Source: an optimization exercise on an open RTL-to-GDS flow (aim: small area and a short achievable clock period). Production flows keep margins and buffers that such runs may drop. Only simulation tests tie the RTL to the original design; equivalence was not proved. No activity file was given, so power comes from the tool's default toggle rates.

$ cat flow/run.sh
#!/bin/bash
# synth_recipe.tcl (not shown) runs the flow's synth.tcl, then flattens the netlist and writes it again
# the make line also repeats each setting of config.mk as NAME=value (left out here)
make -C /OpenROAD-flow-scripts/flow DESIGN_CONFIG=/design/flow/config.mk WORK_HOME=/design/flow/orfs CLKGATE_MAP_FILE= SYNTH_SCRIPT=/design/flow/synth_recipe.tcl finish
$ cat flow/config.mk
export PLATFORM = sky130hd
export DESIGN_NAME = topmodule
export DESIGN_NICKNAME = topmodule
export VERILOG_FILES = /design/flow/design.v
export SDC_FILE = /design/flow/constraint.sdc
export NUM_CORES = 4
export LEC_CHECK = 0
export CAP_MARGIN = 20
export CORE_MARGIN = 2
export CORE_UTILIZATION = 40
export SLEW_MARGIN = 20
$ cat flow/constraint.sdc
create_clock -name core_clock -period 6.5 [get_ports {clk}]
set_input_delay 1.3000 -clock core_clock [delete_from_list [all_inputs] [get_ports {clk}]]
set_output_delay 1.3000 -clock core_clock [all_outputs]
set_load 0.01 [all_outputs]
$ cat flow/design.v
module alu(input [31:0] aluIn1, input [31:0] aluIn2, input [4:0] func, input aluOp, input iCarry, output reg [31:0] aluOut, output reg carry, output reg overflow, output reg zero, output reg neg);
always@(*)
	begin
		aluOut = 32'b0;
		zero = 1'b0;
		overflow=1'b0;
		carry=1'b0;
		case(aluOp) 
			1'b0:
			begin 
			aluOut = aluIn1 + aluIn2;
			if(aluIn1[31]==0 && aluIn2[31]==0 && aluOut[31]==1)
				overflow=1'b1;
			else if(aluIn1[31]==1 && aluIn2[31]==1 && aluOut[31]==0)
				overflow=1'b1;
			end
			1'b1:
			begin
				case(func)
				5'b00101: begin
			          aluOut = aluIn2 - aluIn1 - iCarry;
			          if(aluIn1[31]==0 && aluIn2[31]==1 && aluOut[31]==1)
				          overflow=1'b1;
			          else if(aluIn1[31]==1 && aluIn2[31]==0 && aluOut[31]==0)
			           	overflow=1'b1;
			           end
				5'b01001: begin
			          aluOut = aluIn2 >> aluIn1;
			          end
				5'b00110: begin
			          aluOut = ~aluIn2; 
			          end
				endcase 			
			end		 
		endcase
		if(aluIn1[31]==0 && aluIn2[31]==1 && aluOut[31]==0)
			carry=1'b1;
		else if(aluIn1[31]==1 && aluIn2[31]==0 && aluOut[31]==0)
			carry=1'b1;
		else if(aluIn1[31]==1 && aluIn2[31]==1)
			carry=1'b1;
		if (aluOut == 0)
			zero = 1'b1;
		neg = aluOut[31];
	end
endmodule
module adder(input [31:0] in1, input [31:0] in2, output reg [31:0] adder_out, output reg overflow);
	always@(*)
	begin
		overflow = 1'b0;
		adder_out = in1 +in2;
		if(in1[31]==0 && in2[31]==0 && adder_out[31]==1)
			overflow=1'b1;
		else if(in1[31]==1 && in2[31]==1 && adder_out[31]==0)
			overflow=1'b1;
		end
endmodule
module simple_adder(input [31:0] in1, input [31:0] in2, output reg [31:0] adder_out);
	always@(*)
	begin
		adder_out = in1 + in2;
	end
endmodule
module control_S (input [4:0] R_opcode, input [4:0] S_opcode,  output reg  ALU_Op,
output reg R_RegWrite, output reg S_RegWrite, output reg Mem_Write, output reg Mem_Read, output reg Branch,
output reg Jump, output reg PC_Write, output reg exception, output reg aluSrcA, output reg aluSrcB);
reg Exception1, Exception2;
always@(*)
begin
aluSrcA = 0;
aluSrcB = 0;
PC_Write = 1;
  case(S_opcode)
    5'b01010: begin  
              Exception1 = 0;
              Branch = 0;
              Jump = 0;
              S_RegWrite = 1;
              Mem_Read = 1;
              Mem_Write = 0;
              end
     5'b01011: begin  
              Exception1 = 0;
              Branch = 0;
              Jump = 0;
              S_RegWrite = 0;
              Mem_Read = 0;
              Mem_Write = 1;
              end
      5'b11100: begin  
              Exception1 = 0;
              Branch = 0;
              Jump = 1;
              S_RegWrite = 0;
              Mem_Read = 0;
              Mem_Write = 0;
              end
      5'b11010: begin  
              Exception1 = 0;
              Branch = 1;
              Jump = 0;
              S_RegWrite = 0;
              Mem_Read = 0;
              Mem_Write = 0;
              end
      default: begin
              Exception1 = 1;
              Branch = 0;
              Jump = 0;
              S_RegWrite = 0;
              Mem_Read = 0;
              Mem_Write = 0;
            end
    endcase
    case(R_opcode)
    5'b00011: begin  
              ALU_Op = 1'b0;
              Exception2= 0;
              aluSrcA = 0 ; 
              aluSrcB = 0 ; 
              R_RegWrite = 1;
              end
      5'b01000: begin  
              Exception2= 0;
              aluSrcA = 1 ; 
              aluSrcB = 1 ; 
              ALU_Op = 1'b1;
              R_RegWrite = 1;
            end
      default: begin
              Exception2= 1;
              ALU_Op = 1'b0;
              R_RegWrite = 0;
              end
   endcase
   exception = Exception1 | Exception2;
  end
endmodule
module ForwardingUnit(input [2:0] ID_EXRm,input [2:0] ID_EXRn, input [2:0] ID_EXSm, input [2:0] ID_EXSn, input [2:0] ID_EXSd, input [2:0]  EX_MEMRd, input [2:0]  EX_MEMSd, input [2:0] MEM_WBRd, input [2:0] MEM_WBSd, input ID_EXMW, input EX_MEMMW, input MEM_WBMR, input EX_MEMRRegWrite,input MEM_WBRRegWrite,input MEM_WBSRegWrite,output reg [1:0]  ForwardA, output reg [1:0] ForwardB , output reg [1:0] ForwardC,output reg [1:0] ForwardD, output reg ForwardAS, output reg ForwardLS);
 always@(*)
 begin
 if((EX_MEMRRegWrite)&&(EX_MEMRd != 0)&&(EX_MEMRd == ID_EXRm)) 
	ForwardA = 2'b01;
 else if((MEM_WBRRegWrite)&&(MEM_WBRd != 0)&&(MEM_WBRd == ID_EXRm) && !((EX_MEMRRegWrite)&&(EX_MEMRd != 0)&&(EX_MEMRd == ID_EXRm))) 
	ForwardA = 2'b10;
 else if ((MEM_WBSRegWrite) && (MEM_WBSd !=0) && (MEM_WBSd == ID_EXRm)) 
	ForwardA = 2'b11;
 else
	ForwardA=2'b00;
 end
 always@(*)
 begin
 if((EX_MEMRRegWrite)&&(EX_MEMRd != 0)&&(EX_MEMRd == ID_EXRn)) 
	ForwardB = 2'b01;
 else if((MEM_WBRRegWrite)&&(MEM_WBRd != 0)&&(MEM_WBRd == ID_EXRn) && !((EX_MEMRRegWrite)&&(EX_MEMRd != 0)&&(EX_MEMRd == ID_EXRn))) 
	ForwardB = 2'b10;
 else if ((MEM_WBSRegWrite) && (MEM_WBSd !=0) && (MEM_WBSd == ID_EXRn)) 
	ForwardB = 2'b11;
 else
	ForwardB=2'b00;
 end
 always@(*)
 begin
 if((EX_MEMRRegWrite)&&(EX_MEMRd != 0)&&(EX_MEMRd == ID_EXSm)) 
	ForwardC = 2'b01;
 else if((MEM_WBRRegWrite)&&(MEM_WBRd != 0)&&(MEM_WBRd == ID_EXSm) && !((EX_MEMRRegWrite)&&(EX_MEMRd != 0)&&(EX_MEMRd == ID_EXSm))) 
	ForwardC = 2'b10;
 else if ((MEM_WBSRegWrite) && (MEM_WBSd !=0) && (MEM_WBSd == ID_EXSm)) 
	ForwardC = 2'b11;
 else
	ForwardC=2'b00;
 end
 always@(*)
 begin
 if((EX_MEMRRegWrite)&&(EX_MEMRd != 0)&&(EX_MEMRd == ID_EXSn)) 
	ForwardD = 2'b01;
 else if((MEM_WBRRegWrite)&&(MEM_WBRd != 0)&&(MEM_WBRd == ID_EXSn) && !((EX_MEMRRegWrite)&&(EX_MEMRd != 0)&&(EX_MEMRd == ID_EXSn))) 
	ForwardD = 2'b10;
 else if ((MEM_WBSRegWrite) && (MEM_WBSd !=0) && (MEM_WBSd == ID_EXSn)) 
	ForwardD = 2'b11;
 else
	ForwardD=2'b00;
end
always@(*)
begin
	if(ID_EXMW && EX_MEMRRegWrite && (EX_MEMRd == ID_EXSd) && (EX_MEMRd != 0))
		ForwardAS = 1;
	else
		ForwardAS = 0;
end
always@(*)
	begin
  if((MEM_WBMR == EX_MEMMW) && (MEM_WBSd == EX_MEMSd) && (MEM_WBSd != 0))
		ForwardLS = 1;
	else
		ForwardLS = 0;
 end
 endmodule
module HazardDetection(input ID_EXMemRead,input [2:0] IF_IDRm, input [2:0] IF_IDRd,input [2:0] IF_IDSm,input [2:0] IF_IDSn,input [2:0] IF_IDSd, input [2:0] ID_EXSd, input Branch, output reg ControlMux,output reg PCWrite, output reg IF_IDWrite);
 always@(*)
 begin
    ControlMux=1'b1;
    PCWrite=1'b1;
    IF_IDWrite = 1'b1;
 if(Branch || ((ID_EXMemRead) && ((ID_EXSd == IF_IDRm) || (ID_EXSd == IF_IDRd) ||(ID_EXSd == IF_IDSm) || (ID_EXSd == IF_IDSn))))
  begin
    ControlMux=1'b0;
    PCWrite=1'b0;
    IF_IDWrite = 1'b0;
  end
	end
 endmodule
module D_ff_Mem (input clk, input reset, input regWrite, input decOut1b,input init, input d, output reg q);
	always @ (posedge clk)
	begin
	if(reset==1)
		q<=init;
	else
		if(regWrite == 1 && decOut1b==1) begin q<=d; end
	end
endmodule
module register1bit(input clk,input reset,input regWrite,input decOut1b,input init, input d_in, output q_out);
	D_ff_Mem dMem0 (clk,reset,regWrite,decOut1b,init,d_in,q_out);
endmodule
module register2bit(input clk,input reset,input regWrite,input decOut1b,input [1:0]init, input [1:0] d_in, output [1:0] q_out);
	D_ff_Mem dMem0 (clk,reset,regWrite,decOut1b,init[0],d_in[0],q_out[0]);
	D_ff_Mem dMem1 (clk,reset,regWrite,decOut1b,init[1],d_in[1],q_out[1]);
endmodule
module register_Mem(input clk,input reset,input regWrite,input decOut1b,input [7:0]init, input [7:0] d_in, output [7:0] q_out);
	D_ff_Mem dMem0 (clk,reset,regWrite,decOut1b,init[0],d_in[0],q_out[0]);
	D_ff_Mem dMem1 (clk,reset,regWrite,decOut1b,init[1],d_in[1],q_out[1]);
	D_ff_Mem dMem2 (clk,reset,regWrite,decOut1b,init[2],d_in[2],q_out[2]);
	D_ff_Mem dMem3 (clk,reset,regWrite,decOut1b,init[3],d_in[3],q_out[3]);
	D_ff_Mem dMem4 (clk,reset,regWrite,decOut1b,init[4],d_in[4],q_out[4]);
	D_ff_Mem dMem5 (clk,reset,regWrite,decOut1b,init[5],d_in[5],q_out[5]);
	D_ff_Mem dMem6 (clk,reset,regWrite,decOut1b,init[6],d_in[6],q_out[6]);
	D_ff_Mem dMem7 (clk,reset,regWrite,decOut1b,init[7],d_in[7],q_out[7]);
endmodule
module mux16to1( input [7:0] outR0,outR1,outR2,outR3,outR4,outR5,outR6,outR7,outR8,outR9,outR10,outR11,outR12,outR13,outR14,outR15, input [3:0] Sel, output reg [7:0] outBus );
	always@(outR0 or outR1 or outR2 or outR3 or outR4 or outR5 or outR6 or outR7 or outR8 or outR9 or outR10 or outR11 or outR12 or outR13 or outR14 or outR15 or Sel)
	case (Sel)
				4'b0000: outBus=outR0;
				4'b0001: outBus=outR1;
				4'b0010: outBus=outR2;
				4'b0011: outBus=outR3;
				4'b0100: outBus=outR4;
				4'b0101: outBus=outR5;
				4'b0110: outBus=outR6;
				4'b0111: outBus=outR7;
				4'b1000: outBus=outR8;
				4'b1001: outBus=outR9;
				4'b1010: outBus=outR10;
				4'b1011: outBus=outR11;
				4'b1100: outBus=outR12;
				4'b1101: outBus=outR13;
				4'b1110: outBus=outR14;
				4'b1111: outBus=outR15;
	endcase
endmodule
module Mem(input clk, input reset,input memWrite,input memRead, input [31:0] pc, input [7:0] dataIn,output [7:0] IR );
	wire [7:0] Qout0, Qout1, Qout2, Qout3, Qout4, Qout5, Qout6, Qout7,
					Qout8, Qout9, Qout10, Qout11, Qout12, Qout13, Qout14, Qout15;
	wire [15:0] decOut;
	decoder4to16 dec0( pc[4:1], decOut);
	register_Mem r0(clk,reset,memWrite,decOut[0],8'b0000_1111,dataIn,Qout0);  
	register_Mem r1(clk,reset,memWrite,decOut[1],8'b1010_0101,dataIn,Qout1);  
	register_Mem r2(clk,reset,memWrite,decOut[2],8'b0100_0010,dataIn,Qout2);  
	register_Mem r3(clk,reset,memWrite,decOut[3],8'b0000_0000,dataIn,Qout3);  
	register_Mem r4(clk,reset,memWrite,decOut[4],8'b0000_0000,dataIn,Qout4);  
	register_Mem r5(clk,reset,memWrite,decOut[5],8'b0000_1001,dataIn,Qout5);  
	register_Mem r6(clk,reset,memWrite,decOut[6],8'b1010_1010,dataIn,Qout6);  
	register_Mem r7(clk,reset,memWrite,decOut[7],8'b1000_0100,dataIn,Qout7);   
	register_Mem r8(clk,reset,memWrite,decOut[8],8'b1010_0000,dataIn,Qout8);  
	register_Mem r9(clk,reset,memWrite,decOut[9],8'b0100_0000,dataIn,Qout9);  
	register_Mem r10(clk,reset,memWrite,decOut[10],8'b0000_0001,dataIn,Qout10);  
	register_Mem r11(clk,reset,memWrite,decOut[11],8'b0000_0111,dataIn,Qout11);  
	register_Mem r12(clk,reset,memWrite,decOut[12],8'b0000_0000,dataIn,Qout12);	 
	register_Mem r13(clk,reset,memWrite,decOut[13],8'b1100_0000,dataIn,Qout13);  
	register_Mem r14(clk,reset,memWrite,decOut[14],8'b0010_0101,dataIn,Qout14);  
	register_Mem r15(clk,reset,memWrite,decOut[15],8'b0010_0011,dataIn,Qout15);  
	mux16to1 mMem (Qout0,Qout1,Qout2,Qout3,Qout4,Qout5,Qout6,Qout7,Qout8,Qout9,Qout10,Qout11,Qout12,Qout13,Qout14,Qout15,pc[4:1],IR);
endmodule
module D_ff (input clk, input reset, input regWrite1,input regWrite2, input decOut1b,input decOut2b, input d1,input d2, output reg q);
	always @(posedge clk)
	begin
	if(reset==1'b1)
		q<=1'b0;
	else
		if(regWrite1 == 1'b1 && decOut1b==1'b1) begin q<=d1; end
		else
		  if(regWrite2 == 1'b1 && decOut2b==1'b1) begin q<=d2; end
	end
endmodule
module register32bit( input clk, input reset, input regWrite1,input regWrite2, input decOut1b,input decOut2b, input [31:0] writeData1,input [31:0] writeData2, output  [31:0] outR );
	D_ff d0(clk, reset, regWrite1,regWrite2, decOut1b,decOut2b, writeData1[0], writeData2[0], outR[0]);
	D_ff d1(clk, reset, regWrite1,regWrite2, decOut1b,decOut2b, writeData1[1], writeData2[1], outR[1]);
	D_ff d2(clk, reset, regWrite1,regWrite2, decOut1b,decOut2b, writeData1[2], writeData2[2], outR[2]);
	D_ff d3(clk, reset, regWrite1,regWrite2, decOut1b,decOut2b, writeData1[3], writeData2[3], outR[3]);
	D_ff d4(clk, reset, regWrite1,regWrite2, decOut1b,decOut2b, writeData1[4], writeData2[4], outR[4]);
	D_ff d5(clk, reset, regWrite1,regWrite2, decOut1b,decOut2b, writeData1[5], writeData2[5], outR[5]);
	D_ff d6(clk, reset, regWrite1,regWrite2, decOut1b,decOut2b, writeData1[6], writeData2[6], outR[6]);
	D_ff d7(clk, reset, regWrite1,regWrite2, decOut1b,decOut2b, writeData1[7], writeData2[7], outR[7]);
	D_ff d8(clk, reset, regWrite1,regWrite2, decOut1b,decOut2b, writeData1[8], writeData2[8], outR[8]);
	D_ff d9(clk, reset, regWrite1,regWrite2, decOut1b,decOut2b, writeData1[9], writeData2[9], outR[9]);
	D_ff d10(clk, reset,regWrite1,regWrite2, decOut1b,decOut2b, writeData1[10],writeData2[10], outR[10]);
	D_ff d11(clk, reset,regWrite1,regWrite2, decOut1b,decOut2b, writeData1[11],writeData2[11], outR[11]);
	D_ff d12(clk, reset,regWrite1,regWrite2, decOut1b,decOut2b, writeData1[12],writeData2[12], outR[12]);
	D_ff d13(clk, reset,regWrite1,regWrite2, decOut1b,decOut2b, writeData1[13],writeData2[13], outR[13]);
	D_ff d14(clk, reset,regWrite1,regWrite2, decOut1b,decOut2b, writeData1[14],writeData2[14], outR[14]);
	D_ff d15(clk, reset,regWrite1,regWrite2, decOut1b,decOut2b, writeData1[15],writeData2[15], outR[15]);
  D_ff d16(clk, reset, regWrite1,regWrite2, decOut1b,decOut2b, writeData1[16], writeData2[16], outR[16]);
	D_ff d17(clk, reset, regWrite1,regWrite2, decOut1b,decOut2b, writeData1[17], writeData2[17], outR[17]);
	D_ff d18(clk, reset, regWrite1,regWrite2, decOut1b,decOut2b, writeData1[18], writeData2[18], outR[18]);
	D_ff d19(clk, reset, regWrite1,regWrite2, decOut1b,decOut2b, writeData1[19], writeData2[19], outR[19]);
	D_ff d20(clk, reset, regWrite1,regWrite2, decOut1b,decOut2b, writeData1[20], writeData2[20], outR[20]);
	D_ff d21(clk, reset, regWrite1,regWrite2, decOut1b,decOut2b, writeData1[21], writeData2[21], outR[21]);
	D_ff d22(clk, reset, regWrite1,regWrite2, decOut1b,decOut2b, writeData1[22], writeData2[22], outR[22]);
	D_ff d23(clk, reset, regWrite1,regWrite2, decOut1b,decOut2b, writeData1[23], writeData2[23], outR[23]);
	D_ff d24(clk, reset, regWrite1,regWrite2, decOut1b,decOut2b, writeData1[24], writeData2[24], outR[24]);
	D_ff d25(clk, reset, regWrite1,regWrite2, decOut1b,decOut2b, writeData1[25],writeData2[25], outR[25]);
	D_ff d26(clk, reset, regWrite1,regWrite2, decOut1b,decOut2b, writeData1[26],writeData2[26], outR[26]);
	D_ff d27(clk, reset, regWrite1,regWrite2, decOut1b,decOut2b, writeData1[27],writeData2[27], outR[27]);
	D_ff d28(clk, reset, regWrite1,regWrite2, decOut1b,decOut2b, writeData1[28],writeData2[28], outR[28]);
	D_ff d29(clk, reset, regWrite1,regWrite2, decOut1b,decOut2b, writeData1[29],writeData2[29], outR[29]);
	D_ff d30(clk, reset, regWrite1,regWrite2, decOut1b,decOut2b, writeData1[30],writeData2[30], outR[30]);
	D_ff d31(clk, reset, regWrite1,regWrite2, decOut1b,decOut2b, writeData1[31],writeData2[31], outR[31]);
endmodule
module registerSet( input clk, input reset, input regWrite1,input regWrite2 ,input [7:0] decOut1,
  input [7:0] decOut2, input [31:0] writeData1, input [31:0] writeData2, output [31:0] outR0,
  output [31:0] outR1,output [31:0] outR2,output [31:0] outR3,output [31:0] outR4,output [31:0] outR5,
  output [31:0] outR6,output [31:0] outR7 );
		register32bit r0 (clk, reset, 1'b0     ,1'b0     , decOut1[0] , decOut2[0] , writeData1 ,writeData2, outR0 );
		register32bit r1 (clk, reset, regWrite1,regWrite2, decOut1[1] , decOut2[1] , writeData1 ,writeData2, outR1 );
		register32bit r2 (clk, reset, regWrite1,regWrite2, decOut1[2] , decOut2[2] , writeData1 ,writeData2, outR2 );
		register32bit r3 (clk, reset, regWrite1,regWrite2, decOut1[3] , decOut2[3] , writeData1 ,writeData2, outR3 );
		register32bit r4 (clk, reset, regWrite1,regWrite2, decOut1[4] , decOut2[4] , writeData1 ,writeData2, outR4 );
		register32bit r5 (clk, reset, regWrite1,regWrite2, decOut1[5] , decOut2[5] , writeData1 ,writeData2, outR5 );
		register32bit r6 (clk, reset, regWrite1,regWrite2, decOut1[6] , decOut2[6] , writeData1 ,writeData2, outR6 );
		register32bit r7 (clk, reset, regWrite1,regWrite2, decOut1[7] , decOut2[7] , writeData1 ,writeData2, outR7 );
	endmodule
module decoder4to16(input [3:0] sel, output [15:0] decOut);
	assign decOut = 16'b1 << sel;
endmodule
module decoder3to8(input [2:0] destReg, output reg [7:0] decOut);
	always@(*)
	case(destReg)
			3'b000: decOut=8'b00000001;
			3'b001: decOut=8'b00000010;
			3'b010: decOut=8'b00000100;
			3'b011: decOut=8'b00001000;
			3'b100: decOut=8'b00010000;
			3'b101: decOut=8'b00100000;
			3'b110: decOut=8'b01000000;
			3'b111: decOut=8'b10000000;
	endcase
endmodule
module mux8to1( input [31:0] outR0,outR1,outR2,outR3,outR4,outR5,outR6,outR7, input [2:0] Sel, output reg [31:0] outBus );
	always@(outR0 or outR1 or outR2 or outR3 or outR4 or outR5 or outR6 or outR7 or Sel)
	case (Sel)
				3'b000: outBus=outR0;
				3'b001: outBus=outR1;
				3'b010: outBus=outR2;
				3'b011: outBus=outR3;
				3'b100: outBus=outR4;
				3'b101: outBus=outR5;
				3'b110: outBus=outR6;
				3'b111: outBus=outR7;
	endcase
endmodule
module registerFile(input clk, input reset, input RregWrite,input SregWrite,input [2:0] Rm, input [2:0] Rn,
		input [2:0] Rd, input [2:0] RwAddr, input [31:0] RwriteData,input [2:0] Sm, input [2:0] Sn, input [2:0] Sd, input [2:0] SwAddr,
		input [31:0] SwriteData, output [31:0] RmoutBus, output [31:0] RnoutBus, output [31:0] RdoutBus, output [31:0] SmoutBus,
		output [31:0] SnoutBus,output [31:0] SdoutBus );
	wire [7:0] RdecOut;
	wire [7:0] SdecOut;
	wire [31:0] outR0,outR1,outR2,outR3,outR4,outR5,outR6,outR7;
	decoder3to8 dec0 (RwAddr,RdecOut);
	decoder3to8 dec1 (SwAddr,SdecOut);
	registerSet RegSet(clk,reset,RregWrite,SregWrite, RdecOut,SdecOut,RwriteData,SwriteData,outR0,outR1,outR2,outR3,outR4,outR5,outR6,outR7 );
	mux8to1 m1(outR0,outR1,outR2,outR3,outR4,outR5,outR6,outR7,Rm,RmoutBus);
	mux8to1 m2(outR0,outR1,outR2,outR3,outR4,outR5,outR6,outR7,Rd,RdoutBus);
	mux8to1 m6(outR0,outR1,outR2,outR3,outR4,outR5,outR6,outR7,Rn,RnoutBus);
	mux8to1 m3(outR0,outR1,outR2,outR3,outR4,outR5,outR6,outR7,Sm,SmoutBus);
	mux8to1 m4(outR0,outR1,outR2,outR3,outR4,outR5,outR6,outR7,Sn,SnoutBus);
	mux8to1 m5(outR0,outR1,outR2,outR3,outR4,outR5,outR6,outR7,Sd,SdoutBus);
endmodule
module mux4to1_32bits(input [31:0] in1, input [31:0] in2, input [31:0] in3,input [31:0] in4, input [1:0] sel, output reg [31:0] muxout);
always @ (*)
  begin
    case(sel)
      2'b00: muxout = in1;
      2'b01: muxout = in2;
      2'b10: muxout = in3;
      2'b11: muxout = in4;
    endcase
end
endmodule
module mux2to1_32bits(input [31:0] in1, input [31:0] in2, input sel, output reg [31:0] muxout);
always@(*)
  begin
    case(sel)
      0: muxout = in1;
      1: muxout = in2;
  endcase
end
endmodule
module mux2to1_2bits(input selector, output reg [1:0] muxout);
always @(*)
begin
  case (selector)
    0: muxout = 2'b10;
    1: muxout = 2'b01;
  endcase
end
endmodule
module D_ff_reg (input clk, input reset, input regWrite , input decOut1b, input d, output reg q);
	always @ (posedge clk)
	begin
	if(reset==1'b1)
		q<=1'b0;
	else
		if(regWrite == 1'b1 && decOut1b==1'b1) begin q<=d; end
		end
endmodule
module register1bit_pipe( input clk, input reset, input regWrite, input decOut1b, input writeData, output outBus);
  D_ff_reg d0(clk, reset, regWrite, decOut1b, writeData, outBus);
endmodule
module register2bit_pipe( input clk, input reset, input regWrite, input decOut1b, input [1:0] writeData, output  [1:0] outBus);
  D_ff_reg d0(clk, reset, regWrite, decOut1b, writeData[0], outBus[0]);
	D_ff_reg d1(clk, reset, regWrite, decOut1b, writeData[1], outBus[1]);
endmodule
module register3bit_pipe( input clk, input reset, input regWrite, input decOut1b, input [2:0] writeData, output  [2:0] outBus);
  D_ff_reg d0(clk, reset, regWrite, decOut1b, writeData[0], outBus[0]);
	D_ff_reg d1(clk, reset, regWrite, decOut1b, writeData[1], outBus[1]);
  D_ff_reg d2(clk, reset, regWrite, decOut1b, writeData[2], outBus[2]);
endmodule
module register7bit_pipe( input clk, input reset, input regWrite, input decOut1b, input [6:0] writeData, output  [6:0] outBus);
  D_ff_reg d0(clk, reset, regWrite, decOut1b, writeData[0], outBus[0]);
	D_ff_reg d1(clk, reset, regWrite, decOut1b, writeData[1], outBus[1]);
  D_ff_reg d2(clk, reset, regWrite, decOut1b, writeData[2], outBus[2]);
  D_ff_reg d3(clk, reset, regWrite, decOut1b, writeData[3], outBus[3]);
	D_ff_reg d4(clk, reset, regWrite, decOut1b, writeData[4], outBus[4]);
  D_ff_reg d5(clk, reset, regWrite, decOut1b, writeData[5], outBus[5]);
  D_ff_reg d6(clk, reset, regWrite, decOut1b, writeData[6], outBus[6]);
endmodule
module register5bit_pipe( input clk, input reset, input regWrite, input decOut1b, input [4:0] writeData, output  [4:0] outBus);
  D_ff_reg d0(clk, reset, regWrite, decOut1b, writeData[0], outBus[0]);
	D_ff_reg d1(clk, reset, regWrite, decOut1b, writeData[1], outBus[1]);
  D_ff_reg d2(clk, reset, regWrite, decOut1b, writeData[2], outBus[2]);
  D_ff_reg d3(clk, reset, regWrite, decOut1b, writeData[3], outBus[3]);
	D_ff_reg d4(clk, reset, regWrite, decOut1b, writeData[4], outBus[4]);
endmodule
module register8bit_pipe( input clk, input reset, input regWrite, input decOut1b, input [7:0] writeData, output  [7:0] outBus);
  D_ff_reg d0(clk, reset, regWrite, decOut1b, writeData[0], outBus[0]);
	D_ff_reg d1(clk, reset, regWrite, decOut1b, writeData[1], outBus[1]);
  D_ff_reg d2(clk, reset, regWrite, decOut1b, writeData[2], outBus[2]);
	D_ff_reg d3(clk, reset, regWrite, decOut1b, writeData[3], outBus[3]);
  D_ff_reg d4(clk, reset, regWrite, decOut1b, writeData[4], outBus[4]);
	D_ff_reg d5(clk, reset, regWrite, decOut1b, writeData[5], outBus[5]);
  D_ff_reg d6(clk, reset, regWrite, decOut1b, writeData[6], outBus[6]);
	D_ff_reg d7(clk, reset, regWrite, decOut1b, writeData[7], outBus[7]);
endmodule
module register32bit_pipe(input clk, input reset, input regWrite, input decOut1b, input [31:0] writeData, output  [31:0] outBus);
  D_ff_reg d0(clk, reset, regWrite, decOut1b, writeData[0], outBus[0]);
	D_ff_reg d1(clk, reset, regWrite, decOut1b, writeData[1], outBus[1]);
  D_ff_reg d2(clk, reset, regWrite, decOut1b, writeData[2], outBus[2]);
	D_ff_reg d3(clk, reset, regWrite, decOut1b, writeData[3], outBus[3]);
  D_ff_reg d4(clk, reset, regWrite, decOut1b, writeData[4], outBus[4]);
	D_ff_reg d5(clk, reset, regWrite, decOut1b, writeData[5], outBus[5]);
  D_ff_reg d6(clk, reset, regWrite, decOut1b, writeData[6], outBus[6]);
	D_ff_reg d7(clk, reset, regWrite, decOut1b, writeData[7], outBus[7]);
  D_ff_reg d8(clk, reset, regWrite, decOut1b, writeData[8], outBus[8]);
	D_ff_reg d9(clk, reset, regWrite, decOut1b, writeData[9], outBus[9]);
  D_ff_reg d10(clk, reset, regWrite, decOut1b, writeData[10], outBus[10]);
	D_ff_reg d11(clk, reset, regWrite, decOut1b, writeData[11], outBus[11]);
  D_ff_reg d12(clk, reset, regWrite, decOut1b, writeData[12], outBus[12]);
	D_ff_reg d13(clk, reset, regWrite, decOut1b, writeData[13], outBus[13]);
  D_ff_reg d14(clk, reset, regWrite, decOut1b, writeData[14], outBus[14]);
	D_ff_reg d15(clk, reset, regWrite, decOut1b, writeData[15], outBus[15]);
  D_ff_reg d16(clk, reset, regWrite, decOut1b, writeData[16], outBus[16]);
	D_ff_reg d17(clk, reset, regWrite, decOut1b, writeData[17], outBus[17]);
  D_ff_reg d18(clk, reset, regWrite, decOut1b, writeData[18], outBus[18]);
	D_ff_reg d19(clk, reset, regWrite, decOut1b, writeData[19], outBus[19]);
  D_ff_reg d20(clk, reset, regWrite, decOut1b, writeData[20], outBus[20]);
	D_ff_reg d21(clk, reset, regWrite, decOut1b, writeData[21], outBus[21]);
  D_ff_reg d22(clk, reset, regWrite, decOut1b, writeData[22], outBus[22]);
	D_ff_reg d23(clk, reset, regWrite, decOut1b, writeData[23], outBus[23]);
  D_ff_reg d24(clk, reset, regWrite, decOut1b, writeData[24], outBus[24]);
	D_ff_reg d25(clk, reset, regWrite, decOut1b, writeData[25], outBus[25]);
  D_ff_reg d26(clk, reset, regWrite, decOut1b, writeData[26], outBus[26]);
	D_ff_reg d27(clk, reset, regWrite, decOut1b, writeData[27], outBus[27]);
  D_ff_reg d28(clk, reset, regWrite, decOut1b, writeData[28], outBus[28]);
	D_ff_reg d29(clk, reset, regWrite, decOut1b, writeData[29], outBus[29]);
  D_ff_reg d30(clk, reset, regWrite, decOut1b, writeData[30], outBus[30]);
	D_ff_reg d31(clk, reset, regWrite, decOut1b, writeData[31], outBus[31]);
endmodule
module pipeline0(input clk, input reset,input regWrite, input decOut1b, input pipelineFlush, input [31:0] pcOut, instr, output [31:0] p0_pcOut, p0_instr);
  register32bit_pipe PCValue(clk, reset || pipelineFlush, regWrite, decOut1b, instr, p0_instr);
  register32bit_pipe pc(clk, reset || pipelineFlush, regWrite, decOut1b, pcOut, p0_pcOut);
endmodule
module pipeline1(input clk, input reset, input regWritePipe, input memRead, input decOut1b, memWrite, R_regWrite, S_regWrite,
 aluSrcA, aluSrcB, branch,  PCWrite, input [31:0] p0_pcOut, RmoutBus, RnoutBus, RdoutBus, SmoutBus, SnoutBus, SdoutBus, input aluOp,
 input [2:0] Rm, Rn, Rd, Sm, Sn, Sd, Imm, input [4:0] func, output [31:0] p1_pcOut, p1_RmoutBus, p1_RnoutBus, p1_RdoutBus, p1_SmoutBus, p1_SnoutBus, p1_SdoutBus,
 output p1_aluOp, output [2:0] p1_Rm,  p1_Rn, p1_Rd, p1_Sm, p1_Sn, p1_Sd, p1_Imm, output p1_memWrite, p1_memRead,
  p1_S_regWrite, p1_R_regWrite, p1_branch, p1_jump, p1_aluSrcA, p1_aluSrcB, output [4:0] p1_func, output p1_PCWrite );
  register32bit_pipe pc(clk, reset, regWritePipe, decOut1b, p0_pcOut, p1_pcOut);
  register32bit_pipe regRm(clk, reset, regWritePipe, decOut1b, RmoutBus, p1_RmoutBus);
  register32bit_pipe regRd(clk, reset, regWritePipe, decOut1b, RdoutBus, p1_RdoutBus);
  register32bit_pipe regSm(clk, reset, regWritePipe, decOut1b, SmoutBus, p1_SmoutBus);
  register32bit_pipe regSn(clk, reset, regWritePipe, decOut1b, SnoutBus, p1_SnoutBus);
  register32bit_pipe regSd(clk, reset, regWritePipe, decOut1b, SdoutBus, p1_SdoutBus);
  register32bit_pipe regRn(clk, reset, regWritePipe, decOut1b, RnoutBus, p1_RnoutBus);
  register5bit_pipe funcfield (clk, reset, regWritePipe, decOut1b, func, p1_func);
  register3bit_pipe decode_Rm(clk, reset, regWritePipe, decOut1b, Rm, p1_Rm);
  register3bit_pipe decode_Rn(clk, reset, regWritePipe, decOut1b, Rn, p1_Rn);
  register3bit_pipe decode_Rd(clk, reset, regWritePipe, decOut1b, Rd, p1_Rd);
  register3bit_pipe decode_Sm(clk, reset, regWritePipe, decOut1b, Sm, p1_Sm);
  register3bit_pipe decode_Sn(clk, reset, regWritePipe, decOut1b, Sn, p1_Sn);
  register3bit_pipe decode_Sd(clk, reset, regWritePipe, decOut1b, Sd, p1_Sd);
  register3bit_pipe decode_Imm(clk, reset, regWritePipe, decOut1b, Imm, p1_Imm);
  register1bit_pipe sig_ALUOP(clk, reset, regWritePipe, decOut1b, aluOp, p1_aluOp);
  register1bit_pipe sig_memWrite(clk, reset, regWritePipe, decOut1b, memWrite, p1_memWrite);
  register1bit_pipe sig_memRead(clk, reset, regWritePipe, decOut1b, memRead, p1_memRead);
  register1bit_pipe sig_RregWrite(clk, reset, regWritePipe, decOut1b, R_regWrite, p1_R_regWrite);
  register1bit_pipe sig_SregWrite(clk, reset, regWritePipe, decOut1b, S_regWrite, p1_S_regWrite);
  register1bit_pipe sig_PCWrite(clk, reset, regWritePipe, decOut1b, PCWrite, p1_PCWrite);
  register1bit_pipe sig_ALUSRCA(clk, reset, regWritePipe, decOut1b, aluSrcA, p1_aluSrcA);
  register1bit_pipe sig_ALUSRCb(clk, reset, regWritePipe, decOut1b, aluSrcB, p1_aluSrcB);
  register1bit_pipe sig_branch(clk, reset, regWritePipe, decOut1b, branch, p1_branch);
  assign p1_jump = 1'b0;
endmodule
module pipeline2(input clk, input reset,input regWritePipe, input decOut1b, input [31:0] aluOut, p1_SdoutBus, input [7:0] flag , input carry,
input p1_memRead, p1_PCWrite, p1_branch,  input p1_memWrite,input p1_S_regWrite, p1_R_regWrite , input [2:0] p1_Rd, p1_Sd,
input [31:0] adderOut, output p2_memRead, output p2_memWrite,
	output p2_S_regWrite, p2_R_regWrite, output [31:0] p2_aluOut, output [7:0] p2_flag, output p2_carry, output [2:0] p2_Rd, p2_Sd, output p2_PCWrite, p2_branch, output [31:0] p2_adderOut, p2_SdoutBus);
  register3bit_pipe decode2_Rd(clk, reset, regWritePipe, decOut1b, p1_Rd, p2_Rd);
  register3bit_pipe decode2_Sd(clk, reset, regWritePipe, decOut1b, p1_Sd, p2_Sd);
  register8bit_pipe flagRegister(clk, reset, regWritePipe, decOut1b, flag, p2_flag);
  register32bit_pipe regOfSd(clk, reset, regWritePipe, decOut1b, p1_SdoutBus, p2_SdoutBus);
  register32bit_pipe aluoutreg(clk, reset, regWritePipe, decOut1b, aluOut, p2_aluOut);
  register32bit_pipe adderoutreg(clk, reset, regWritePipe, decOut1b, adderOut, p2_adderOut);
  register1bit_pipe sig2_R_regWrite(clk, reset, regWritePipe, decOut1b, p1_R_regWrite, p2_R_regWrite);
  register1bit_pipe sig2_S_regWrite(clk, reset, regWritePipe, decOut1b, p1_S_regWrite, p2_S_regWrite);
  register1bit_pipe sig2_readMem(clk, reset, regWritePipe, decOut1b, p1_memRead, p2_memRead);
  register1bit_pipe sig2_writeMem(clk, reset, regWritePipe, decOut1b, p1_memWrite, p2_memWrite);
  register1bit_pipe sig2_PCWrite(clk, reset, regWritePipe, decOut1b, p1_PCWrite, p2_PCWrite);
  register1bit_pipe sig2_branch(clk, reset, regWritePipe, decOut1b, p1_branch, p2_branch);
  register1bit_pipe sig2_carry(clk, reset, regWritePipe, decOut1b, carry, p2_carry);
endmodule
module pipeline3(input clk, input reset,input regWritePipe, input decOut1b, p2_MR, input [2:0] p2_Rd, p2_Sd, input [31:0] p2_aluOut, input [31:0] memOut,input p2_S_regWrite,p2_R_regWrite, output p3_MR, p3_R_regWrite, p3_S_regWrite, output [2:0] p3_Sd, p3_Rd,output [31:0] p3_aluOut, p3_memOut);
	register32bit_pipe ALUOUT(clk, reset, regWritePipe, decOut1b, p2_aluOut, p3_aluOut );
	register32bit_pipe MEMORY(clk, reset, regWritePipe, decOut1b, memOut, p3_memOut);
	register3bit_pipe decode_Rd(clk, reset, regWritePipe, decOut1b, p2_Rd, p3_Rd);
	register3bit_pipe decode_Sd(clk, reset, regWritePipe, decOut1b, p2_Sd, p3_Sd);
	  register1bit_pipe MR(clk, reset, regWritePipe, decOut1b, p2_MR, p3_MR);
	register1bit_pipe sig3_R_regWrite( clk, reset, regWritePipe, decOut1b, p2_R_regWrite, p3_R_regWrite );
  register1bit_pipe sig3_S_regWrite( clk, reset, regWritePipe, decOut1b, p2_S_regWrite, p3_S_regWrite );
endmodule
module signExt8to32( input [7:0] offset, output reg [31:0] signExtOffset);
	always@(*)
	begin
			signExtOffset={{24{offset[7]}},offset[7:0]};
	end
endmodule
module signExt11to32( input [10:0] offset, output reg [31:0] signExtOffset);
	always@(*)
	begin
			signExtOffset={{21{offset[7]}},offset[7:0]};
	end
endmodule
module zeroExt8to32( input [7:0] offset, output reg [31:0] zeroExtOffset);
	always@(*)
	begin
			zeroExtOffset = {24'b0, offset};
	end
endmodule
module topmodule (input clk, input reset,
	output [31:0] imem_addr, input [31:0] imem_data,
	output rf_r_we, output [2:0] rf_r_addr, output [31:0] rf_r_data,
	output rf_s_we, output [2:0] rf_s_addr, output [31:0] rf_s_data,
	output dm_we, output [3:0] dm_addr, output [7:0] dm_wdata,
	output [31:0] epc, output [1:0] cause);
	wire [31:0] muxout8, muxout9, PCadder_out, PC_out,  Jump_add, Branch_add, Exception_add, muxout1, muxout2, muxout3, muxout4, muxout5, muxout6, muxout7, instr, p0_instr, p0_pcOut, p1_pcOut;
	wire [31:0] RwriteData, SwriteData,RmoutBus, RdoutBus, SmoutBus, RnoutBus,SnoutBus,SdoutBus, p1_RmoutBus, p1_RnoutBus,
 p1_RdoutBus, p1_SmoutBus, p1_SnoutBus, p1_SdoutBus, p2_SdoutBus;
	wire [31:0] p3_memOut;
	wire [31:0] branch_signExtOffset,jump_signExtOffset, S_type_out, aluOut, p2_aluOut, p2_S_type_out, p3_aluOut, zero_Memout;
	wire p1_PCWrite, ALU_Op, R_RegWrite, S_RegWrite, Mem_Write, Mem_Read, branch, jump, PC_Write, exception, aluSrcA, aluSrcB, p1_aluOp, p1_memWrite, p1_memRead, p1_S_regWrite, p1_R_regWrite, p1_branch, p1_jump, p1_aluSrcA, p1_aluSrcB, p2_memRead,  p2_memWrite, p2_S_regWrite, p2_R_regWrite, p2_PCWrite, p2_branch, p3_memRead, p3_R_regWrite, p3_S_regWrite;
	wire [2:0] p1_Rm,  p1_Rn, p1_Rd, p1_Sm, p1_Sn, p1_Sd, p1_Imm, p2_Rd, p2_Sd, p3_Rd, p3_Sd;
	wire S_carry,S_overflow, carry, overflow, zero, neg, p2_carry;
	wire carryOut = 1'b0;
	wire [1:0] ForwardA, ForwardB , ForwardC,ForwardD;
	wire [7:0] flag, p2_flag, Memout;
	assign flag = 8'b0;
	wire [4:0] p1_func;
	wire ControlMux, hduPCWrite, IF_IDWrite, ForwardAS, ForwardLS;
	wire [1:0] causeWrite;
	wire [1:0] cause_out;
	wire [31:0] EPC_out;
	register32bit_pipe PC(clk, reset, PC_Write && hduPCWrite, 1'b1, muxout3, PC_out);
	simple_adder A_PC(PC_out, 32'b00000000000000000000000000000100, PCadder_out);
	simple_adder A_jump(jump_signExtOffset<<1, PC_out, Jump_add);
	simple_adder A_branch(branch_signExtOffset<<1, PC_out, Branch_add);
	mux2to1_32bits M1(PCadder_out, Jump_add, jump, muxout1);
	mux2to1_32bits M2(muxout1, Branch_add, branch && p2_carry, muxout2);
	mux2to1_32bits M3(muxout2, 32'b1111_1111_1111_1100, exception || overflow, muxout3);
	assign imem_addr = PC_out;
	assign instr = imem_data;
	pipeline0 p0 (clk,  reset,1'b1,1'b1, branch && p2_carry,PC_out, instr, p0_pcOut, p0_instr);
	registerFile R1(clk, reset,  p3_R_regWrite, p3_S_regWrite,p0_instr[8:6], p0_instr[5:3], p0_instr[2:0], p3_Rd, p3_aluOut , p0_instr[24:22], p0_instr[21:19], p0_instr[18:16], p3_Sd, p3_memOut, RmoutBus, RdoutBus, RnoutBus, SmoutBus, SnoutBus,SdoutBus);
	signExt8to32 sExt_branch(p0_instr[23:16], branch_signExtOffset);
	signExt11to32 sExt_jump (p0_instr[26:16] , jump_signExtOffset);
	control_S control (p0_instr[15:11], p0_instr[31:27],  ALU_Op, R_RegWrite, S_RegWrite, Mem_Write, Mem_Read, branch, jump, PC_Write, exception, aluSrcA, aluSrcB);
	pipeline1 p1(clk, reset,1'b1, Mem_Read, 1'b1, Mem_Write, R_RegWrite, S_RegWrite, aluSrcA, aluSrcB, branch,	 PC_Write && hduPCWrite, p0_pcOut, RmoutBus, RnoutBus, RdoutBus, SmoutBus, SnoutBus, SdoutBus, ALU_Op, p0_instr[8:6], p0_instr[5:3], p0_instr[2:0], p0_instr[24:22], p0_instr[21:19], p0_instr[18:16], p0_instr[8:6], p0_instr[10:6], p1_pcOut, p1_RmoutBus, p1_RnoutBus, p1_RdoutBus, p1_SmoutBus, p1_SnoutBus, p1_SdoutBus, p1_aluOp, p1_Rm,  p1_Rn, p1_Rd, p1_Sm, p1_Sn, p1_Sd, p1_Imm, p1_memWrite, p1_memRead,
  p1_S_regWrite, p1_R_regWrite, p1_branch, p1_jump, p1_aluSrcA, p1_aluSrcB, p1_func, p1_PCWrite);
	ForwardingUnit FU(p1_Rm, p1_Rn, p1_Sm, p1_Sn, p1_Sd, p2_Rd, p2_Sd, p3_Rd, p3_Sd, p1_memWrite, p2_memWrite, p3_memRead, p2_R_regWrite, p3_R_regWrite, p3_S_regWrite, ForwardA, ForwardB , ForwardC, ForwardD, ForwardAS, ForwardLS);
	HazardDetection hdu(p1_memRead, p0_instr[5:3], p0_instr[2:0], p0_instr[24:22], p0_instr[21:19], p0_instr[18:16], p1_Sd, branch || jump, ControlMux, hduPCWrite, IF_IDWrite);
	mux4to1_32bits M4 (p1_RmoutBus, p2_aluOut, p3_aluOut, p3_memOut, ForwardA, muxout4);
	mux4to1_32bits M5 (p1_RnoutBus, p2_aluOut, p3_aluOut, p3_memOut, ForwardB, muxout5);
	mux4to1_32bits M6 (p1_SmoutBus, p2_aluOut, p3_aluOut, p3_memOut, ForwardC, muxout6);
	mux4to1_32bits M7 (p1_SnoutBus, p2_aluOut, p3_aluOut, p3_memOut, ForwardD, muxout7);
	adder S_type(muxout6, muxout7, S_type_out, S_overflow);
	mux2to1_32bits M8(muxout4, p1_Imm, p1_aluSrcA, muxout8);
	mux2to1_32bits M9(muxout5, p1_RdoutBus, p1_aluSrcB, muxout9);
	alu A1(muxout8, muxout9, p1_func, p1_aluOp, carryOut, aluOut, carry, overflow, zero, neg);
	mux2to1_2bits causemux(exception, causeWrite);
	register32bit_pipe EPC(clk, reset, exception || overflow, 1'b1, p1_pcOut, EPC_out);
	register2bit CauseReg(clk,reset,exception || overflow,1'b1,2'b00, causeWrite, cause_out);  
	pipeline2 p2(clk, reset,1'b1, 1'b1, aluOut, p1_SdoutBus, flag , carry, p1_memRead, p1_PCWrite, p1_branch,  p1_memWrite, p1_S_regWrite, p1_R_regWrite, p1_Rd, p1_Sd, S_type_out,	 p2_memRead, p2_memWrite, p2_S_regWrite, p2_R_regWrite,  p2_aluOut, p2_flag, p2_carry, p2_Rd, p2_Sd, p2_PCWrite, p2_branch, p2_S_type_out, p2_SdoutBus);
	Mem DM(clk, reset,p2_memWrite,p2_memRead, p2_S_type_out, p2_SdoutBus [7:0],Memout);
	zeroExt8to32 zExt(Memout, zero_Memout);
	pipeline3 p3(clk, reset,1'b1,1'b1, p2_memRead, p2_Rd, p2_Sd, p2_aluOut, zero_Memout,p2_S_regWrite,p2_R_regWrite, p3_memRead, p3_R_regWrite, p3_S_regWrite, p3_Sd, p3_Rd,p3_aluOut, p3_memOut);
	assign rf_r_we = p3_R_regWrite;
	assign rf_r_addr = p3_Rd;
	assign rf_r_data = p3_aluOut;
	assign rf_s_we = p3_S_regWrite;
	assign rf_s_addr = p3_Sd;
	assign rf_s_data = p3_memOut;
	assign dm_we = p2_memWrite;
	assign dm_addr = p2_S_type_out[4:1];
	assign dm_wdata = p2_SdoutBus[7:0];
	assign epc = EPC_out;
	assign cause = cause_out;
endmodule
==> flow_metrics.py <==
metrics = {
    "clock_tree": {
        "root_buffer": "clkbuf_16",
        "cts_max_level": 3,
        "numClockSinks": 762,
        "clk_path_buf_depth": 3,
        "cts_buffers": 83,
        "clk_pin_slew_worst_paths_ns": 0.06,
        "cts_tree": "yes",
        "clock_latency_ns": 0.68,
        "hold_buffers": 0,
    },
    "pwr": {
        "pwr-share-comb_pct": 8.8,
        "leakage_nw": 18.00,
        "p_int_mw": 7.895,
        "p_clk_share_pct": 46.0,
        "netSwitchingPower_mw": 2.811,
        "seqPwrFrac_pct": 45.1,
        "power.total_mw": 10.71,
        "vdd_drop_max_mv": 0.2121,
        "p_sw_share_pct": 26.25,
        "pwr_density_cell_nw_per_um2": 221.4,
    },
    "synth": {
        "netlist.area_leader.share_pct": 35.13,
        "synthFlopType": "dfxtp_1",
        "synth_compound_gate_area_share_pct": 21.73,
        "synth-xor-area-share_pct": 2.622,
        "synth-simple-area-share_pct": 19.29,
        "syn_avg_cell_area_um2": 8.222,
        "synth_top_family_by_area": "compound AO/OA/AOI/OAI gates",
        "synthAdderAreaFrac_pct": 3.037,
        "syn_inst": 5282,
        "syn_area_um2": 43430,
        "synth_top_area_cell": "dfxtp_1",
        "synth.area.mux_share_pct": 10.65,
        "ys_seq_area_share_pct": 35.13,
        "synthArstFlopShare_pct": 0,
        "ys_types": 101,
        "synth.area.top_cells": "dfxtp_1, nor2_1, a22oi_1",
        "yosysWarnings": 19,
        "ys_seq_elements": 762,
        "synth-edff-count": 0,
    },
    "worst_setup_path": {
        "regToRegSetupSlack_ns": 0.31,
        "worstPathArrival_ns": 6.74,
        "end_kind": "register",
        "cp_max_fo": 16,
        "critPathMaxStageDelay_ns": 0.78,
        "cp_top_family": "compound AO/OA/AOI/OAI gates",
        "critPathBufInv": 3,
        "rr_startpoint": "p3.decode_Sd.d0.q",
        "path_class": "register to register",
        "rr_endpoint": "PC.d16.q",
        "cp.required_ns": 7.05,
        "cp_common_cell": "buf_4",
        "crit_slowest_cell": "a2bb2oi_1",
        "worstRegToRegCells": 18,
        "path_cells": "o31ai_2, or4_1, and3_2, nand2_1, a2bb2oi_1, ha_1, buf_4, nand4b_1, a211oi_1, a21o_1, o221ai_1, mux2_2, or4_4, a21boi_1, buf_4, nor2_1, buf_4, o311ai_0",
        "startpoint_type": "register",
    },
    "timing": {
        "finalHoldViolCount": 0,
        "worst_pin_slew_ns": 1.172,
        "fin_tns_setup_ns": 0,
        "timing.final.crit_share_pct": 95.23,
        "clock_skew_ns": 0.04291,
        "fin_crit_ns": 6.190,
        "grt_setup_unrepaired": "false",
        "max_clock_freq_mhz": 161.6,
        "maxSlewHeadroom_pct": 21.78,
        "finalSetupViolCount": 0,
        "timing.final.max_slew_violations": 0,
    },
    "final_layout": {
        "nNetsFinal": 5253,
        "drive_gt1_share_pct": 11.19,
        "syn_to_final_growth_pct": 11.33,
    },
    "routing": {
        "drc": 0,
        "dr.pass1.iters": 6,
        "drt_iter0_markers": 5164,
        "viasPerCell": 6.190,
        "wl_um": 165800,
        "via_count": 40767,
        "wl_per_cell_um": 25.18,
        "drtAntennaViolNets": 0,
    },
    "placed_design": {
        "dp_hpwl_um": 112600,
        "gp_congestion": 0.9579,
        "portBuffers": 156,
    },
    "worst_hold_path": {
        "min_path_type": "register to register",
        "hold_path_end": "p2.regOfSd.d3.q",
        "min_path_cells": 1,
        "hp-start": "p1.regSd.d3.q",
    },
    "floorplanning": {
        "die_w_um": 333.5,
        "die_h_um": 333.5,
        "initial_core_util_pct": 40.45,
        "rows": 120,
        "core-area_um2": 107400,
        "die_area_um2": 111200,
        "io_pins": 185,
    },
    "global_routing": {
        "grt_usage_pct": 28.65,
        "first_global_vias": 38129,
        "grt_max_degree": 79,
        "grt_overflow": 0,
        "grt_pass1_wl_um": 246800,
        "antenna_found_initial": 4,
    },
    "outcome": {
        "status": "no timing/DRC/antenna violations",
    },
    "job": {
        "maxCapViolCount": 0,
    },
}
## what timing repair did
action / in CTS / in global routing
setup buffers: 0 / 0
setup endpoints to repair: 17 / 62
resized for setup: 1 / 11
## placed cells by master, fill, tap and decap left out, drive strengths merged, types with 14 or more instances in the layout
cell and n:
a22o 42, mux2i 184, xnor2 82, a2bb2oi 14, clkinv 26, ha 99
mux2 133, a311oi 65, nand2b 35, nor4 31, clkbuf 111, dfxtp 762
a22oi 272, o21a 19, o21ai 178, nand2 440, clkdlybuf4s50 155, nand4 32
and2 80, mux4 57, and3 23, o31ai 20, xor2 45, a21o 31
a221oi 67, nor2b 156, conb 26, inv 111, o22ai 50, nor3 83
nand3 207, a21oi 372, o21bai 20, buf 162, nor2 671, a211oi 24
a31oi 42, o211ai 37
## kinds of logic (layout without fill, tap and decap cells)
group / Yosys count / in the layout
compound gates: 1388 / 1388
xor+xnor: 127 / 127
mux: 374 / 374
fa+ha+maj: 103 / 103
buf+inv: 703 / 577
other cells: 1 / 28
flops: 762 / 762
simple gates: 1824 / 1824
## layer usage
metal / up-vias / routed length (um) / track usage (%) / share of wire, %
li1: 18480 / - / - / -
met2: 2353 / 70620 / 42.60 / 43
met5: - / 29 / 0 / 0.017
met1: 19546 / 71180 / 40.31 / 43
met4: 4 / 6315 / 11.40 / 3.8
met3: 384 / 17700 / 5.942 / 11
## worst max-delay path by stage
| stage | slack [ns] | end | depth (start not counted) | startpoint |
|---|---|---|---|---|
| after floorplan | 0.87 | PC.d17.q | 23 | p3.decode_Sd.d0.q |
| after global placement | 0.08 | PC.d13.q | 20 | p3.decode_Sd.d0.q |
| after detailed placement | -0.08 | PC.d14.q | 20 | p3.decode_Sd.d0.q |
| after CTS | 0.02 | PC.d14.q | 22 | p3.decode_Rd.d1.q |
| after global routing | 0.02 | PC.d3.q | 25 | p2.decode2_Rd.d0.q |
| final | 0.31 | PC.d16.q | 18 | p3.decode_Sd.d0.q |
## metrics by stage
step	instance area (um^2)	instances	utilization (%)	hold WS (ns)	setup slack (ns)
after floorplan	43520	5307	-	0.3978	0.8730
after global placement	45420	6434	42.31	0.4161	0.08110
after detailed placement	45430	6434	42.32	0.4204	-0.07922
after CTS	48310	6584	45.00	0.4185	0.01934
after global routing	48350	6585	45.03	0.4348	0.02480
final	48350	6586	45.04	0.4206	0.3101
## cell usage after synthesis, types with 32 or more instances
master / number
xor2_1: 43
clkbuf_1: 343
xnor2_1: 82
a22o_1: 42
nand4_1: 32
mux4_2: 57
a311oi_1: 65
nand2_1: 440
o22ai_1: 50
nand2b_1: 35
buf_4: 150
o211ai_1: 37
ha_1: 99
nor3_1: 82
dfxtp_1: 762
o21ai_0: 175
mux2_2: 133
nor2_1: 670
buf_1: 70
a31oi_1: 42
mux2i_1: 184
and2_1: 80
inv_1: 107
nand3_1: 207
a21oi_1: 372
a221oi_1: 65
a22oi_1: 271
nor2b_1: 156
## worst register-to-register path: stages, from the launching register on
cell	delay [ns]
dfxtp_1	0.32
o31ai_2	0.53
or4_1	0.35
and3_2	0.45
nand2_1	0.11
a2bb2oi_1	0.78
ha_1	0.39
buf_4	0.18
nand4b_1	0.22
a211oi_1	0.33
a21o_1	0.25
o221ai_1	0.28
mux2_2	0.39
or4_4	0.57
a21boi_1	0.16
buf_4	0.16
nor2_1	0.05
buf_4	0.20
o311ai_0	0.35
## final cells by class
class | instances | area, um^2
Clock inverter | 39 | 554.3
Tap cell | 1403 | 1755
Timing Repair Buffer | 317 | 2863
Fill cell | 10481 | 59010
Inverter | 110 | 415.4
Clock buffer | 111 | 2322
Antenna cell | 2 | 5.005
Sequential cell | 762 | 15280
Multi-Input combinational cell | 3842 | 25150
## power by group through the flow
stage	Sequential [mW]	Combinational, mW	Clock, mW
after global routing	4.84	1.00	5.16
final	4.83	0.946	4.93
after CTS	4.83	0.921	4.98
after global placement	4.93	0.914	0
after floorplan	4.85	0.670	0
after detailed placement	4.93	0.916	0

## port drivers added, routing unchanged
In the flow no input, the clock included, has a driving cell. The finished layout below was timed again as built, in two steps. Step 1, drivers: a clkbuf_16 drives clk and a buf_2 each remaining input, both assumed. Step 2 also shifts input and output timing later by t, the mid clock arrival at the registers, as if the neighbouring blocks saw the same clock. a / b / c = ideal / step 1 / step 2; a / b = the first two.
t, ns: 0.732
slack for setup (ns): 0.310 / 0.310 / 0.310
clock arrival spread, ns: 0.045 / 0.046
worst register clock-pin slew, ns: 0.07 / 0.07
cell pins on the clock port's net: 1
After both steps setup and hold are still met in this run. The setup slack of this run moves by 0.000 ns with the drivers and by 0.000 ns with both steps.
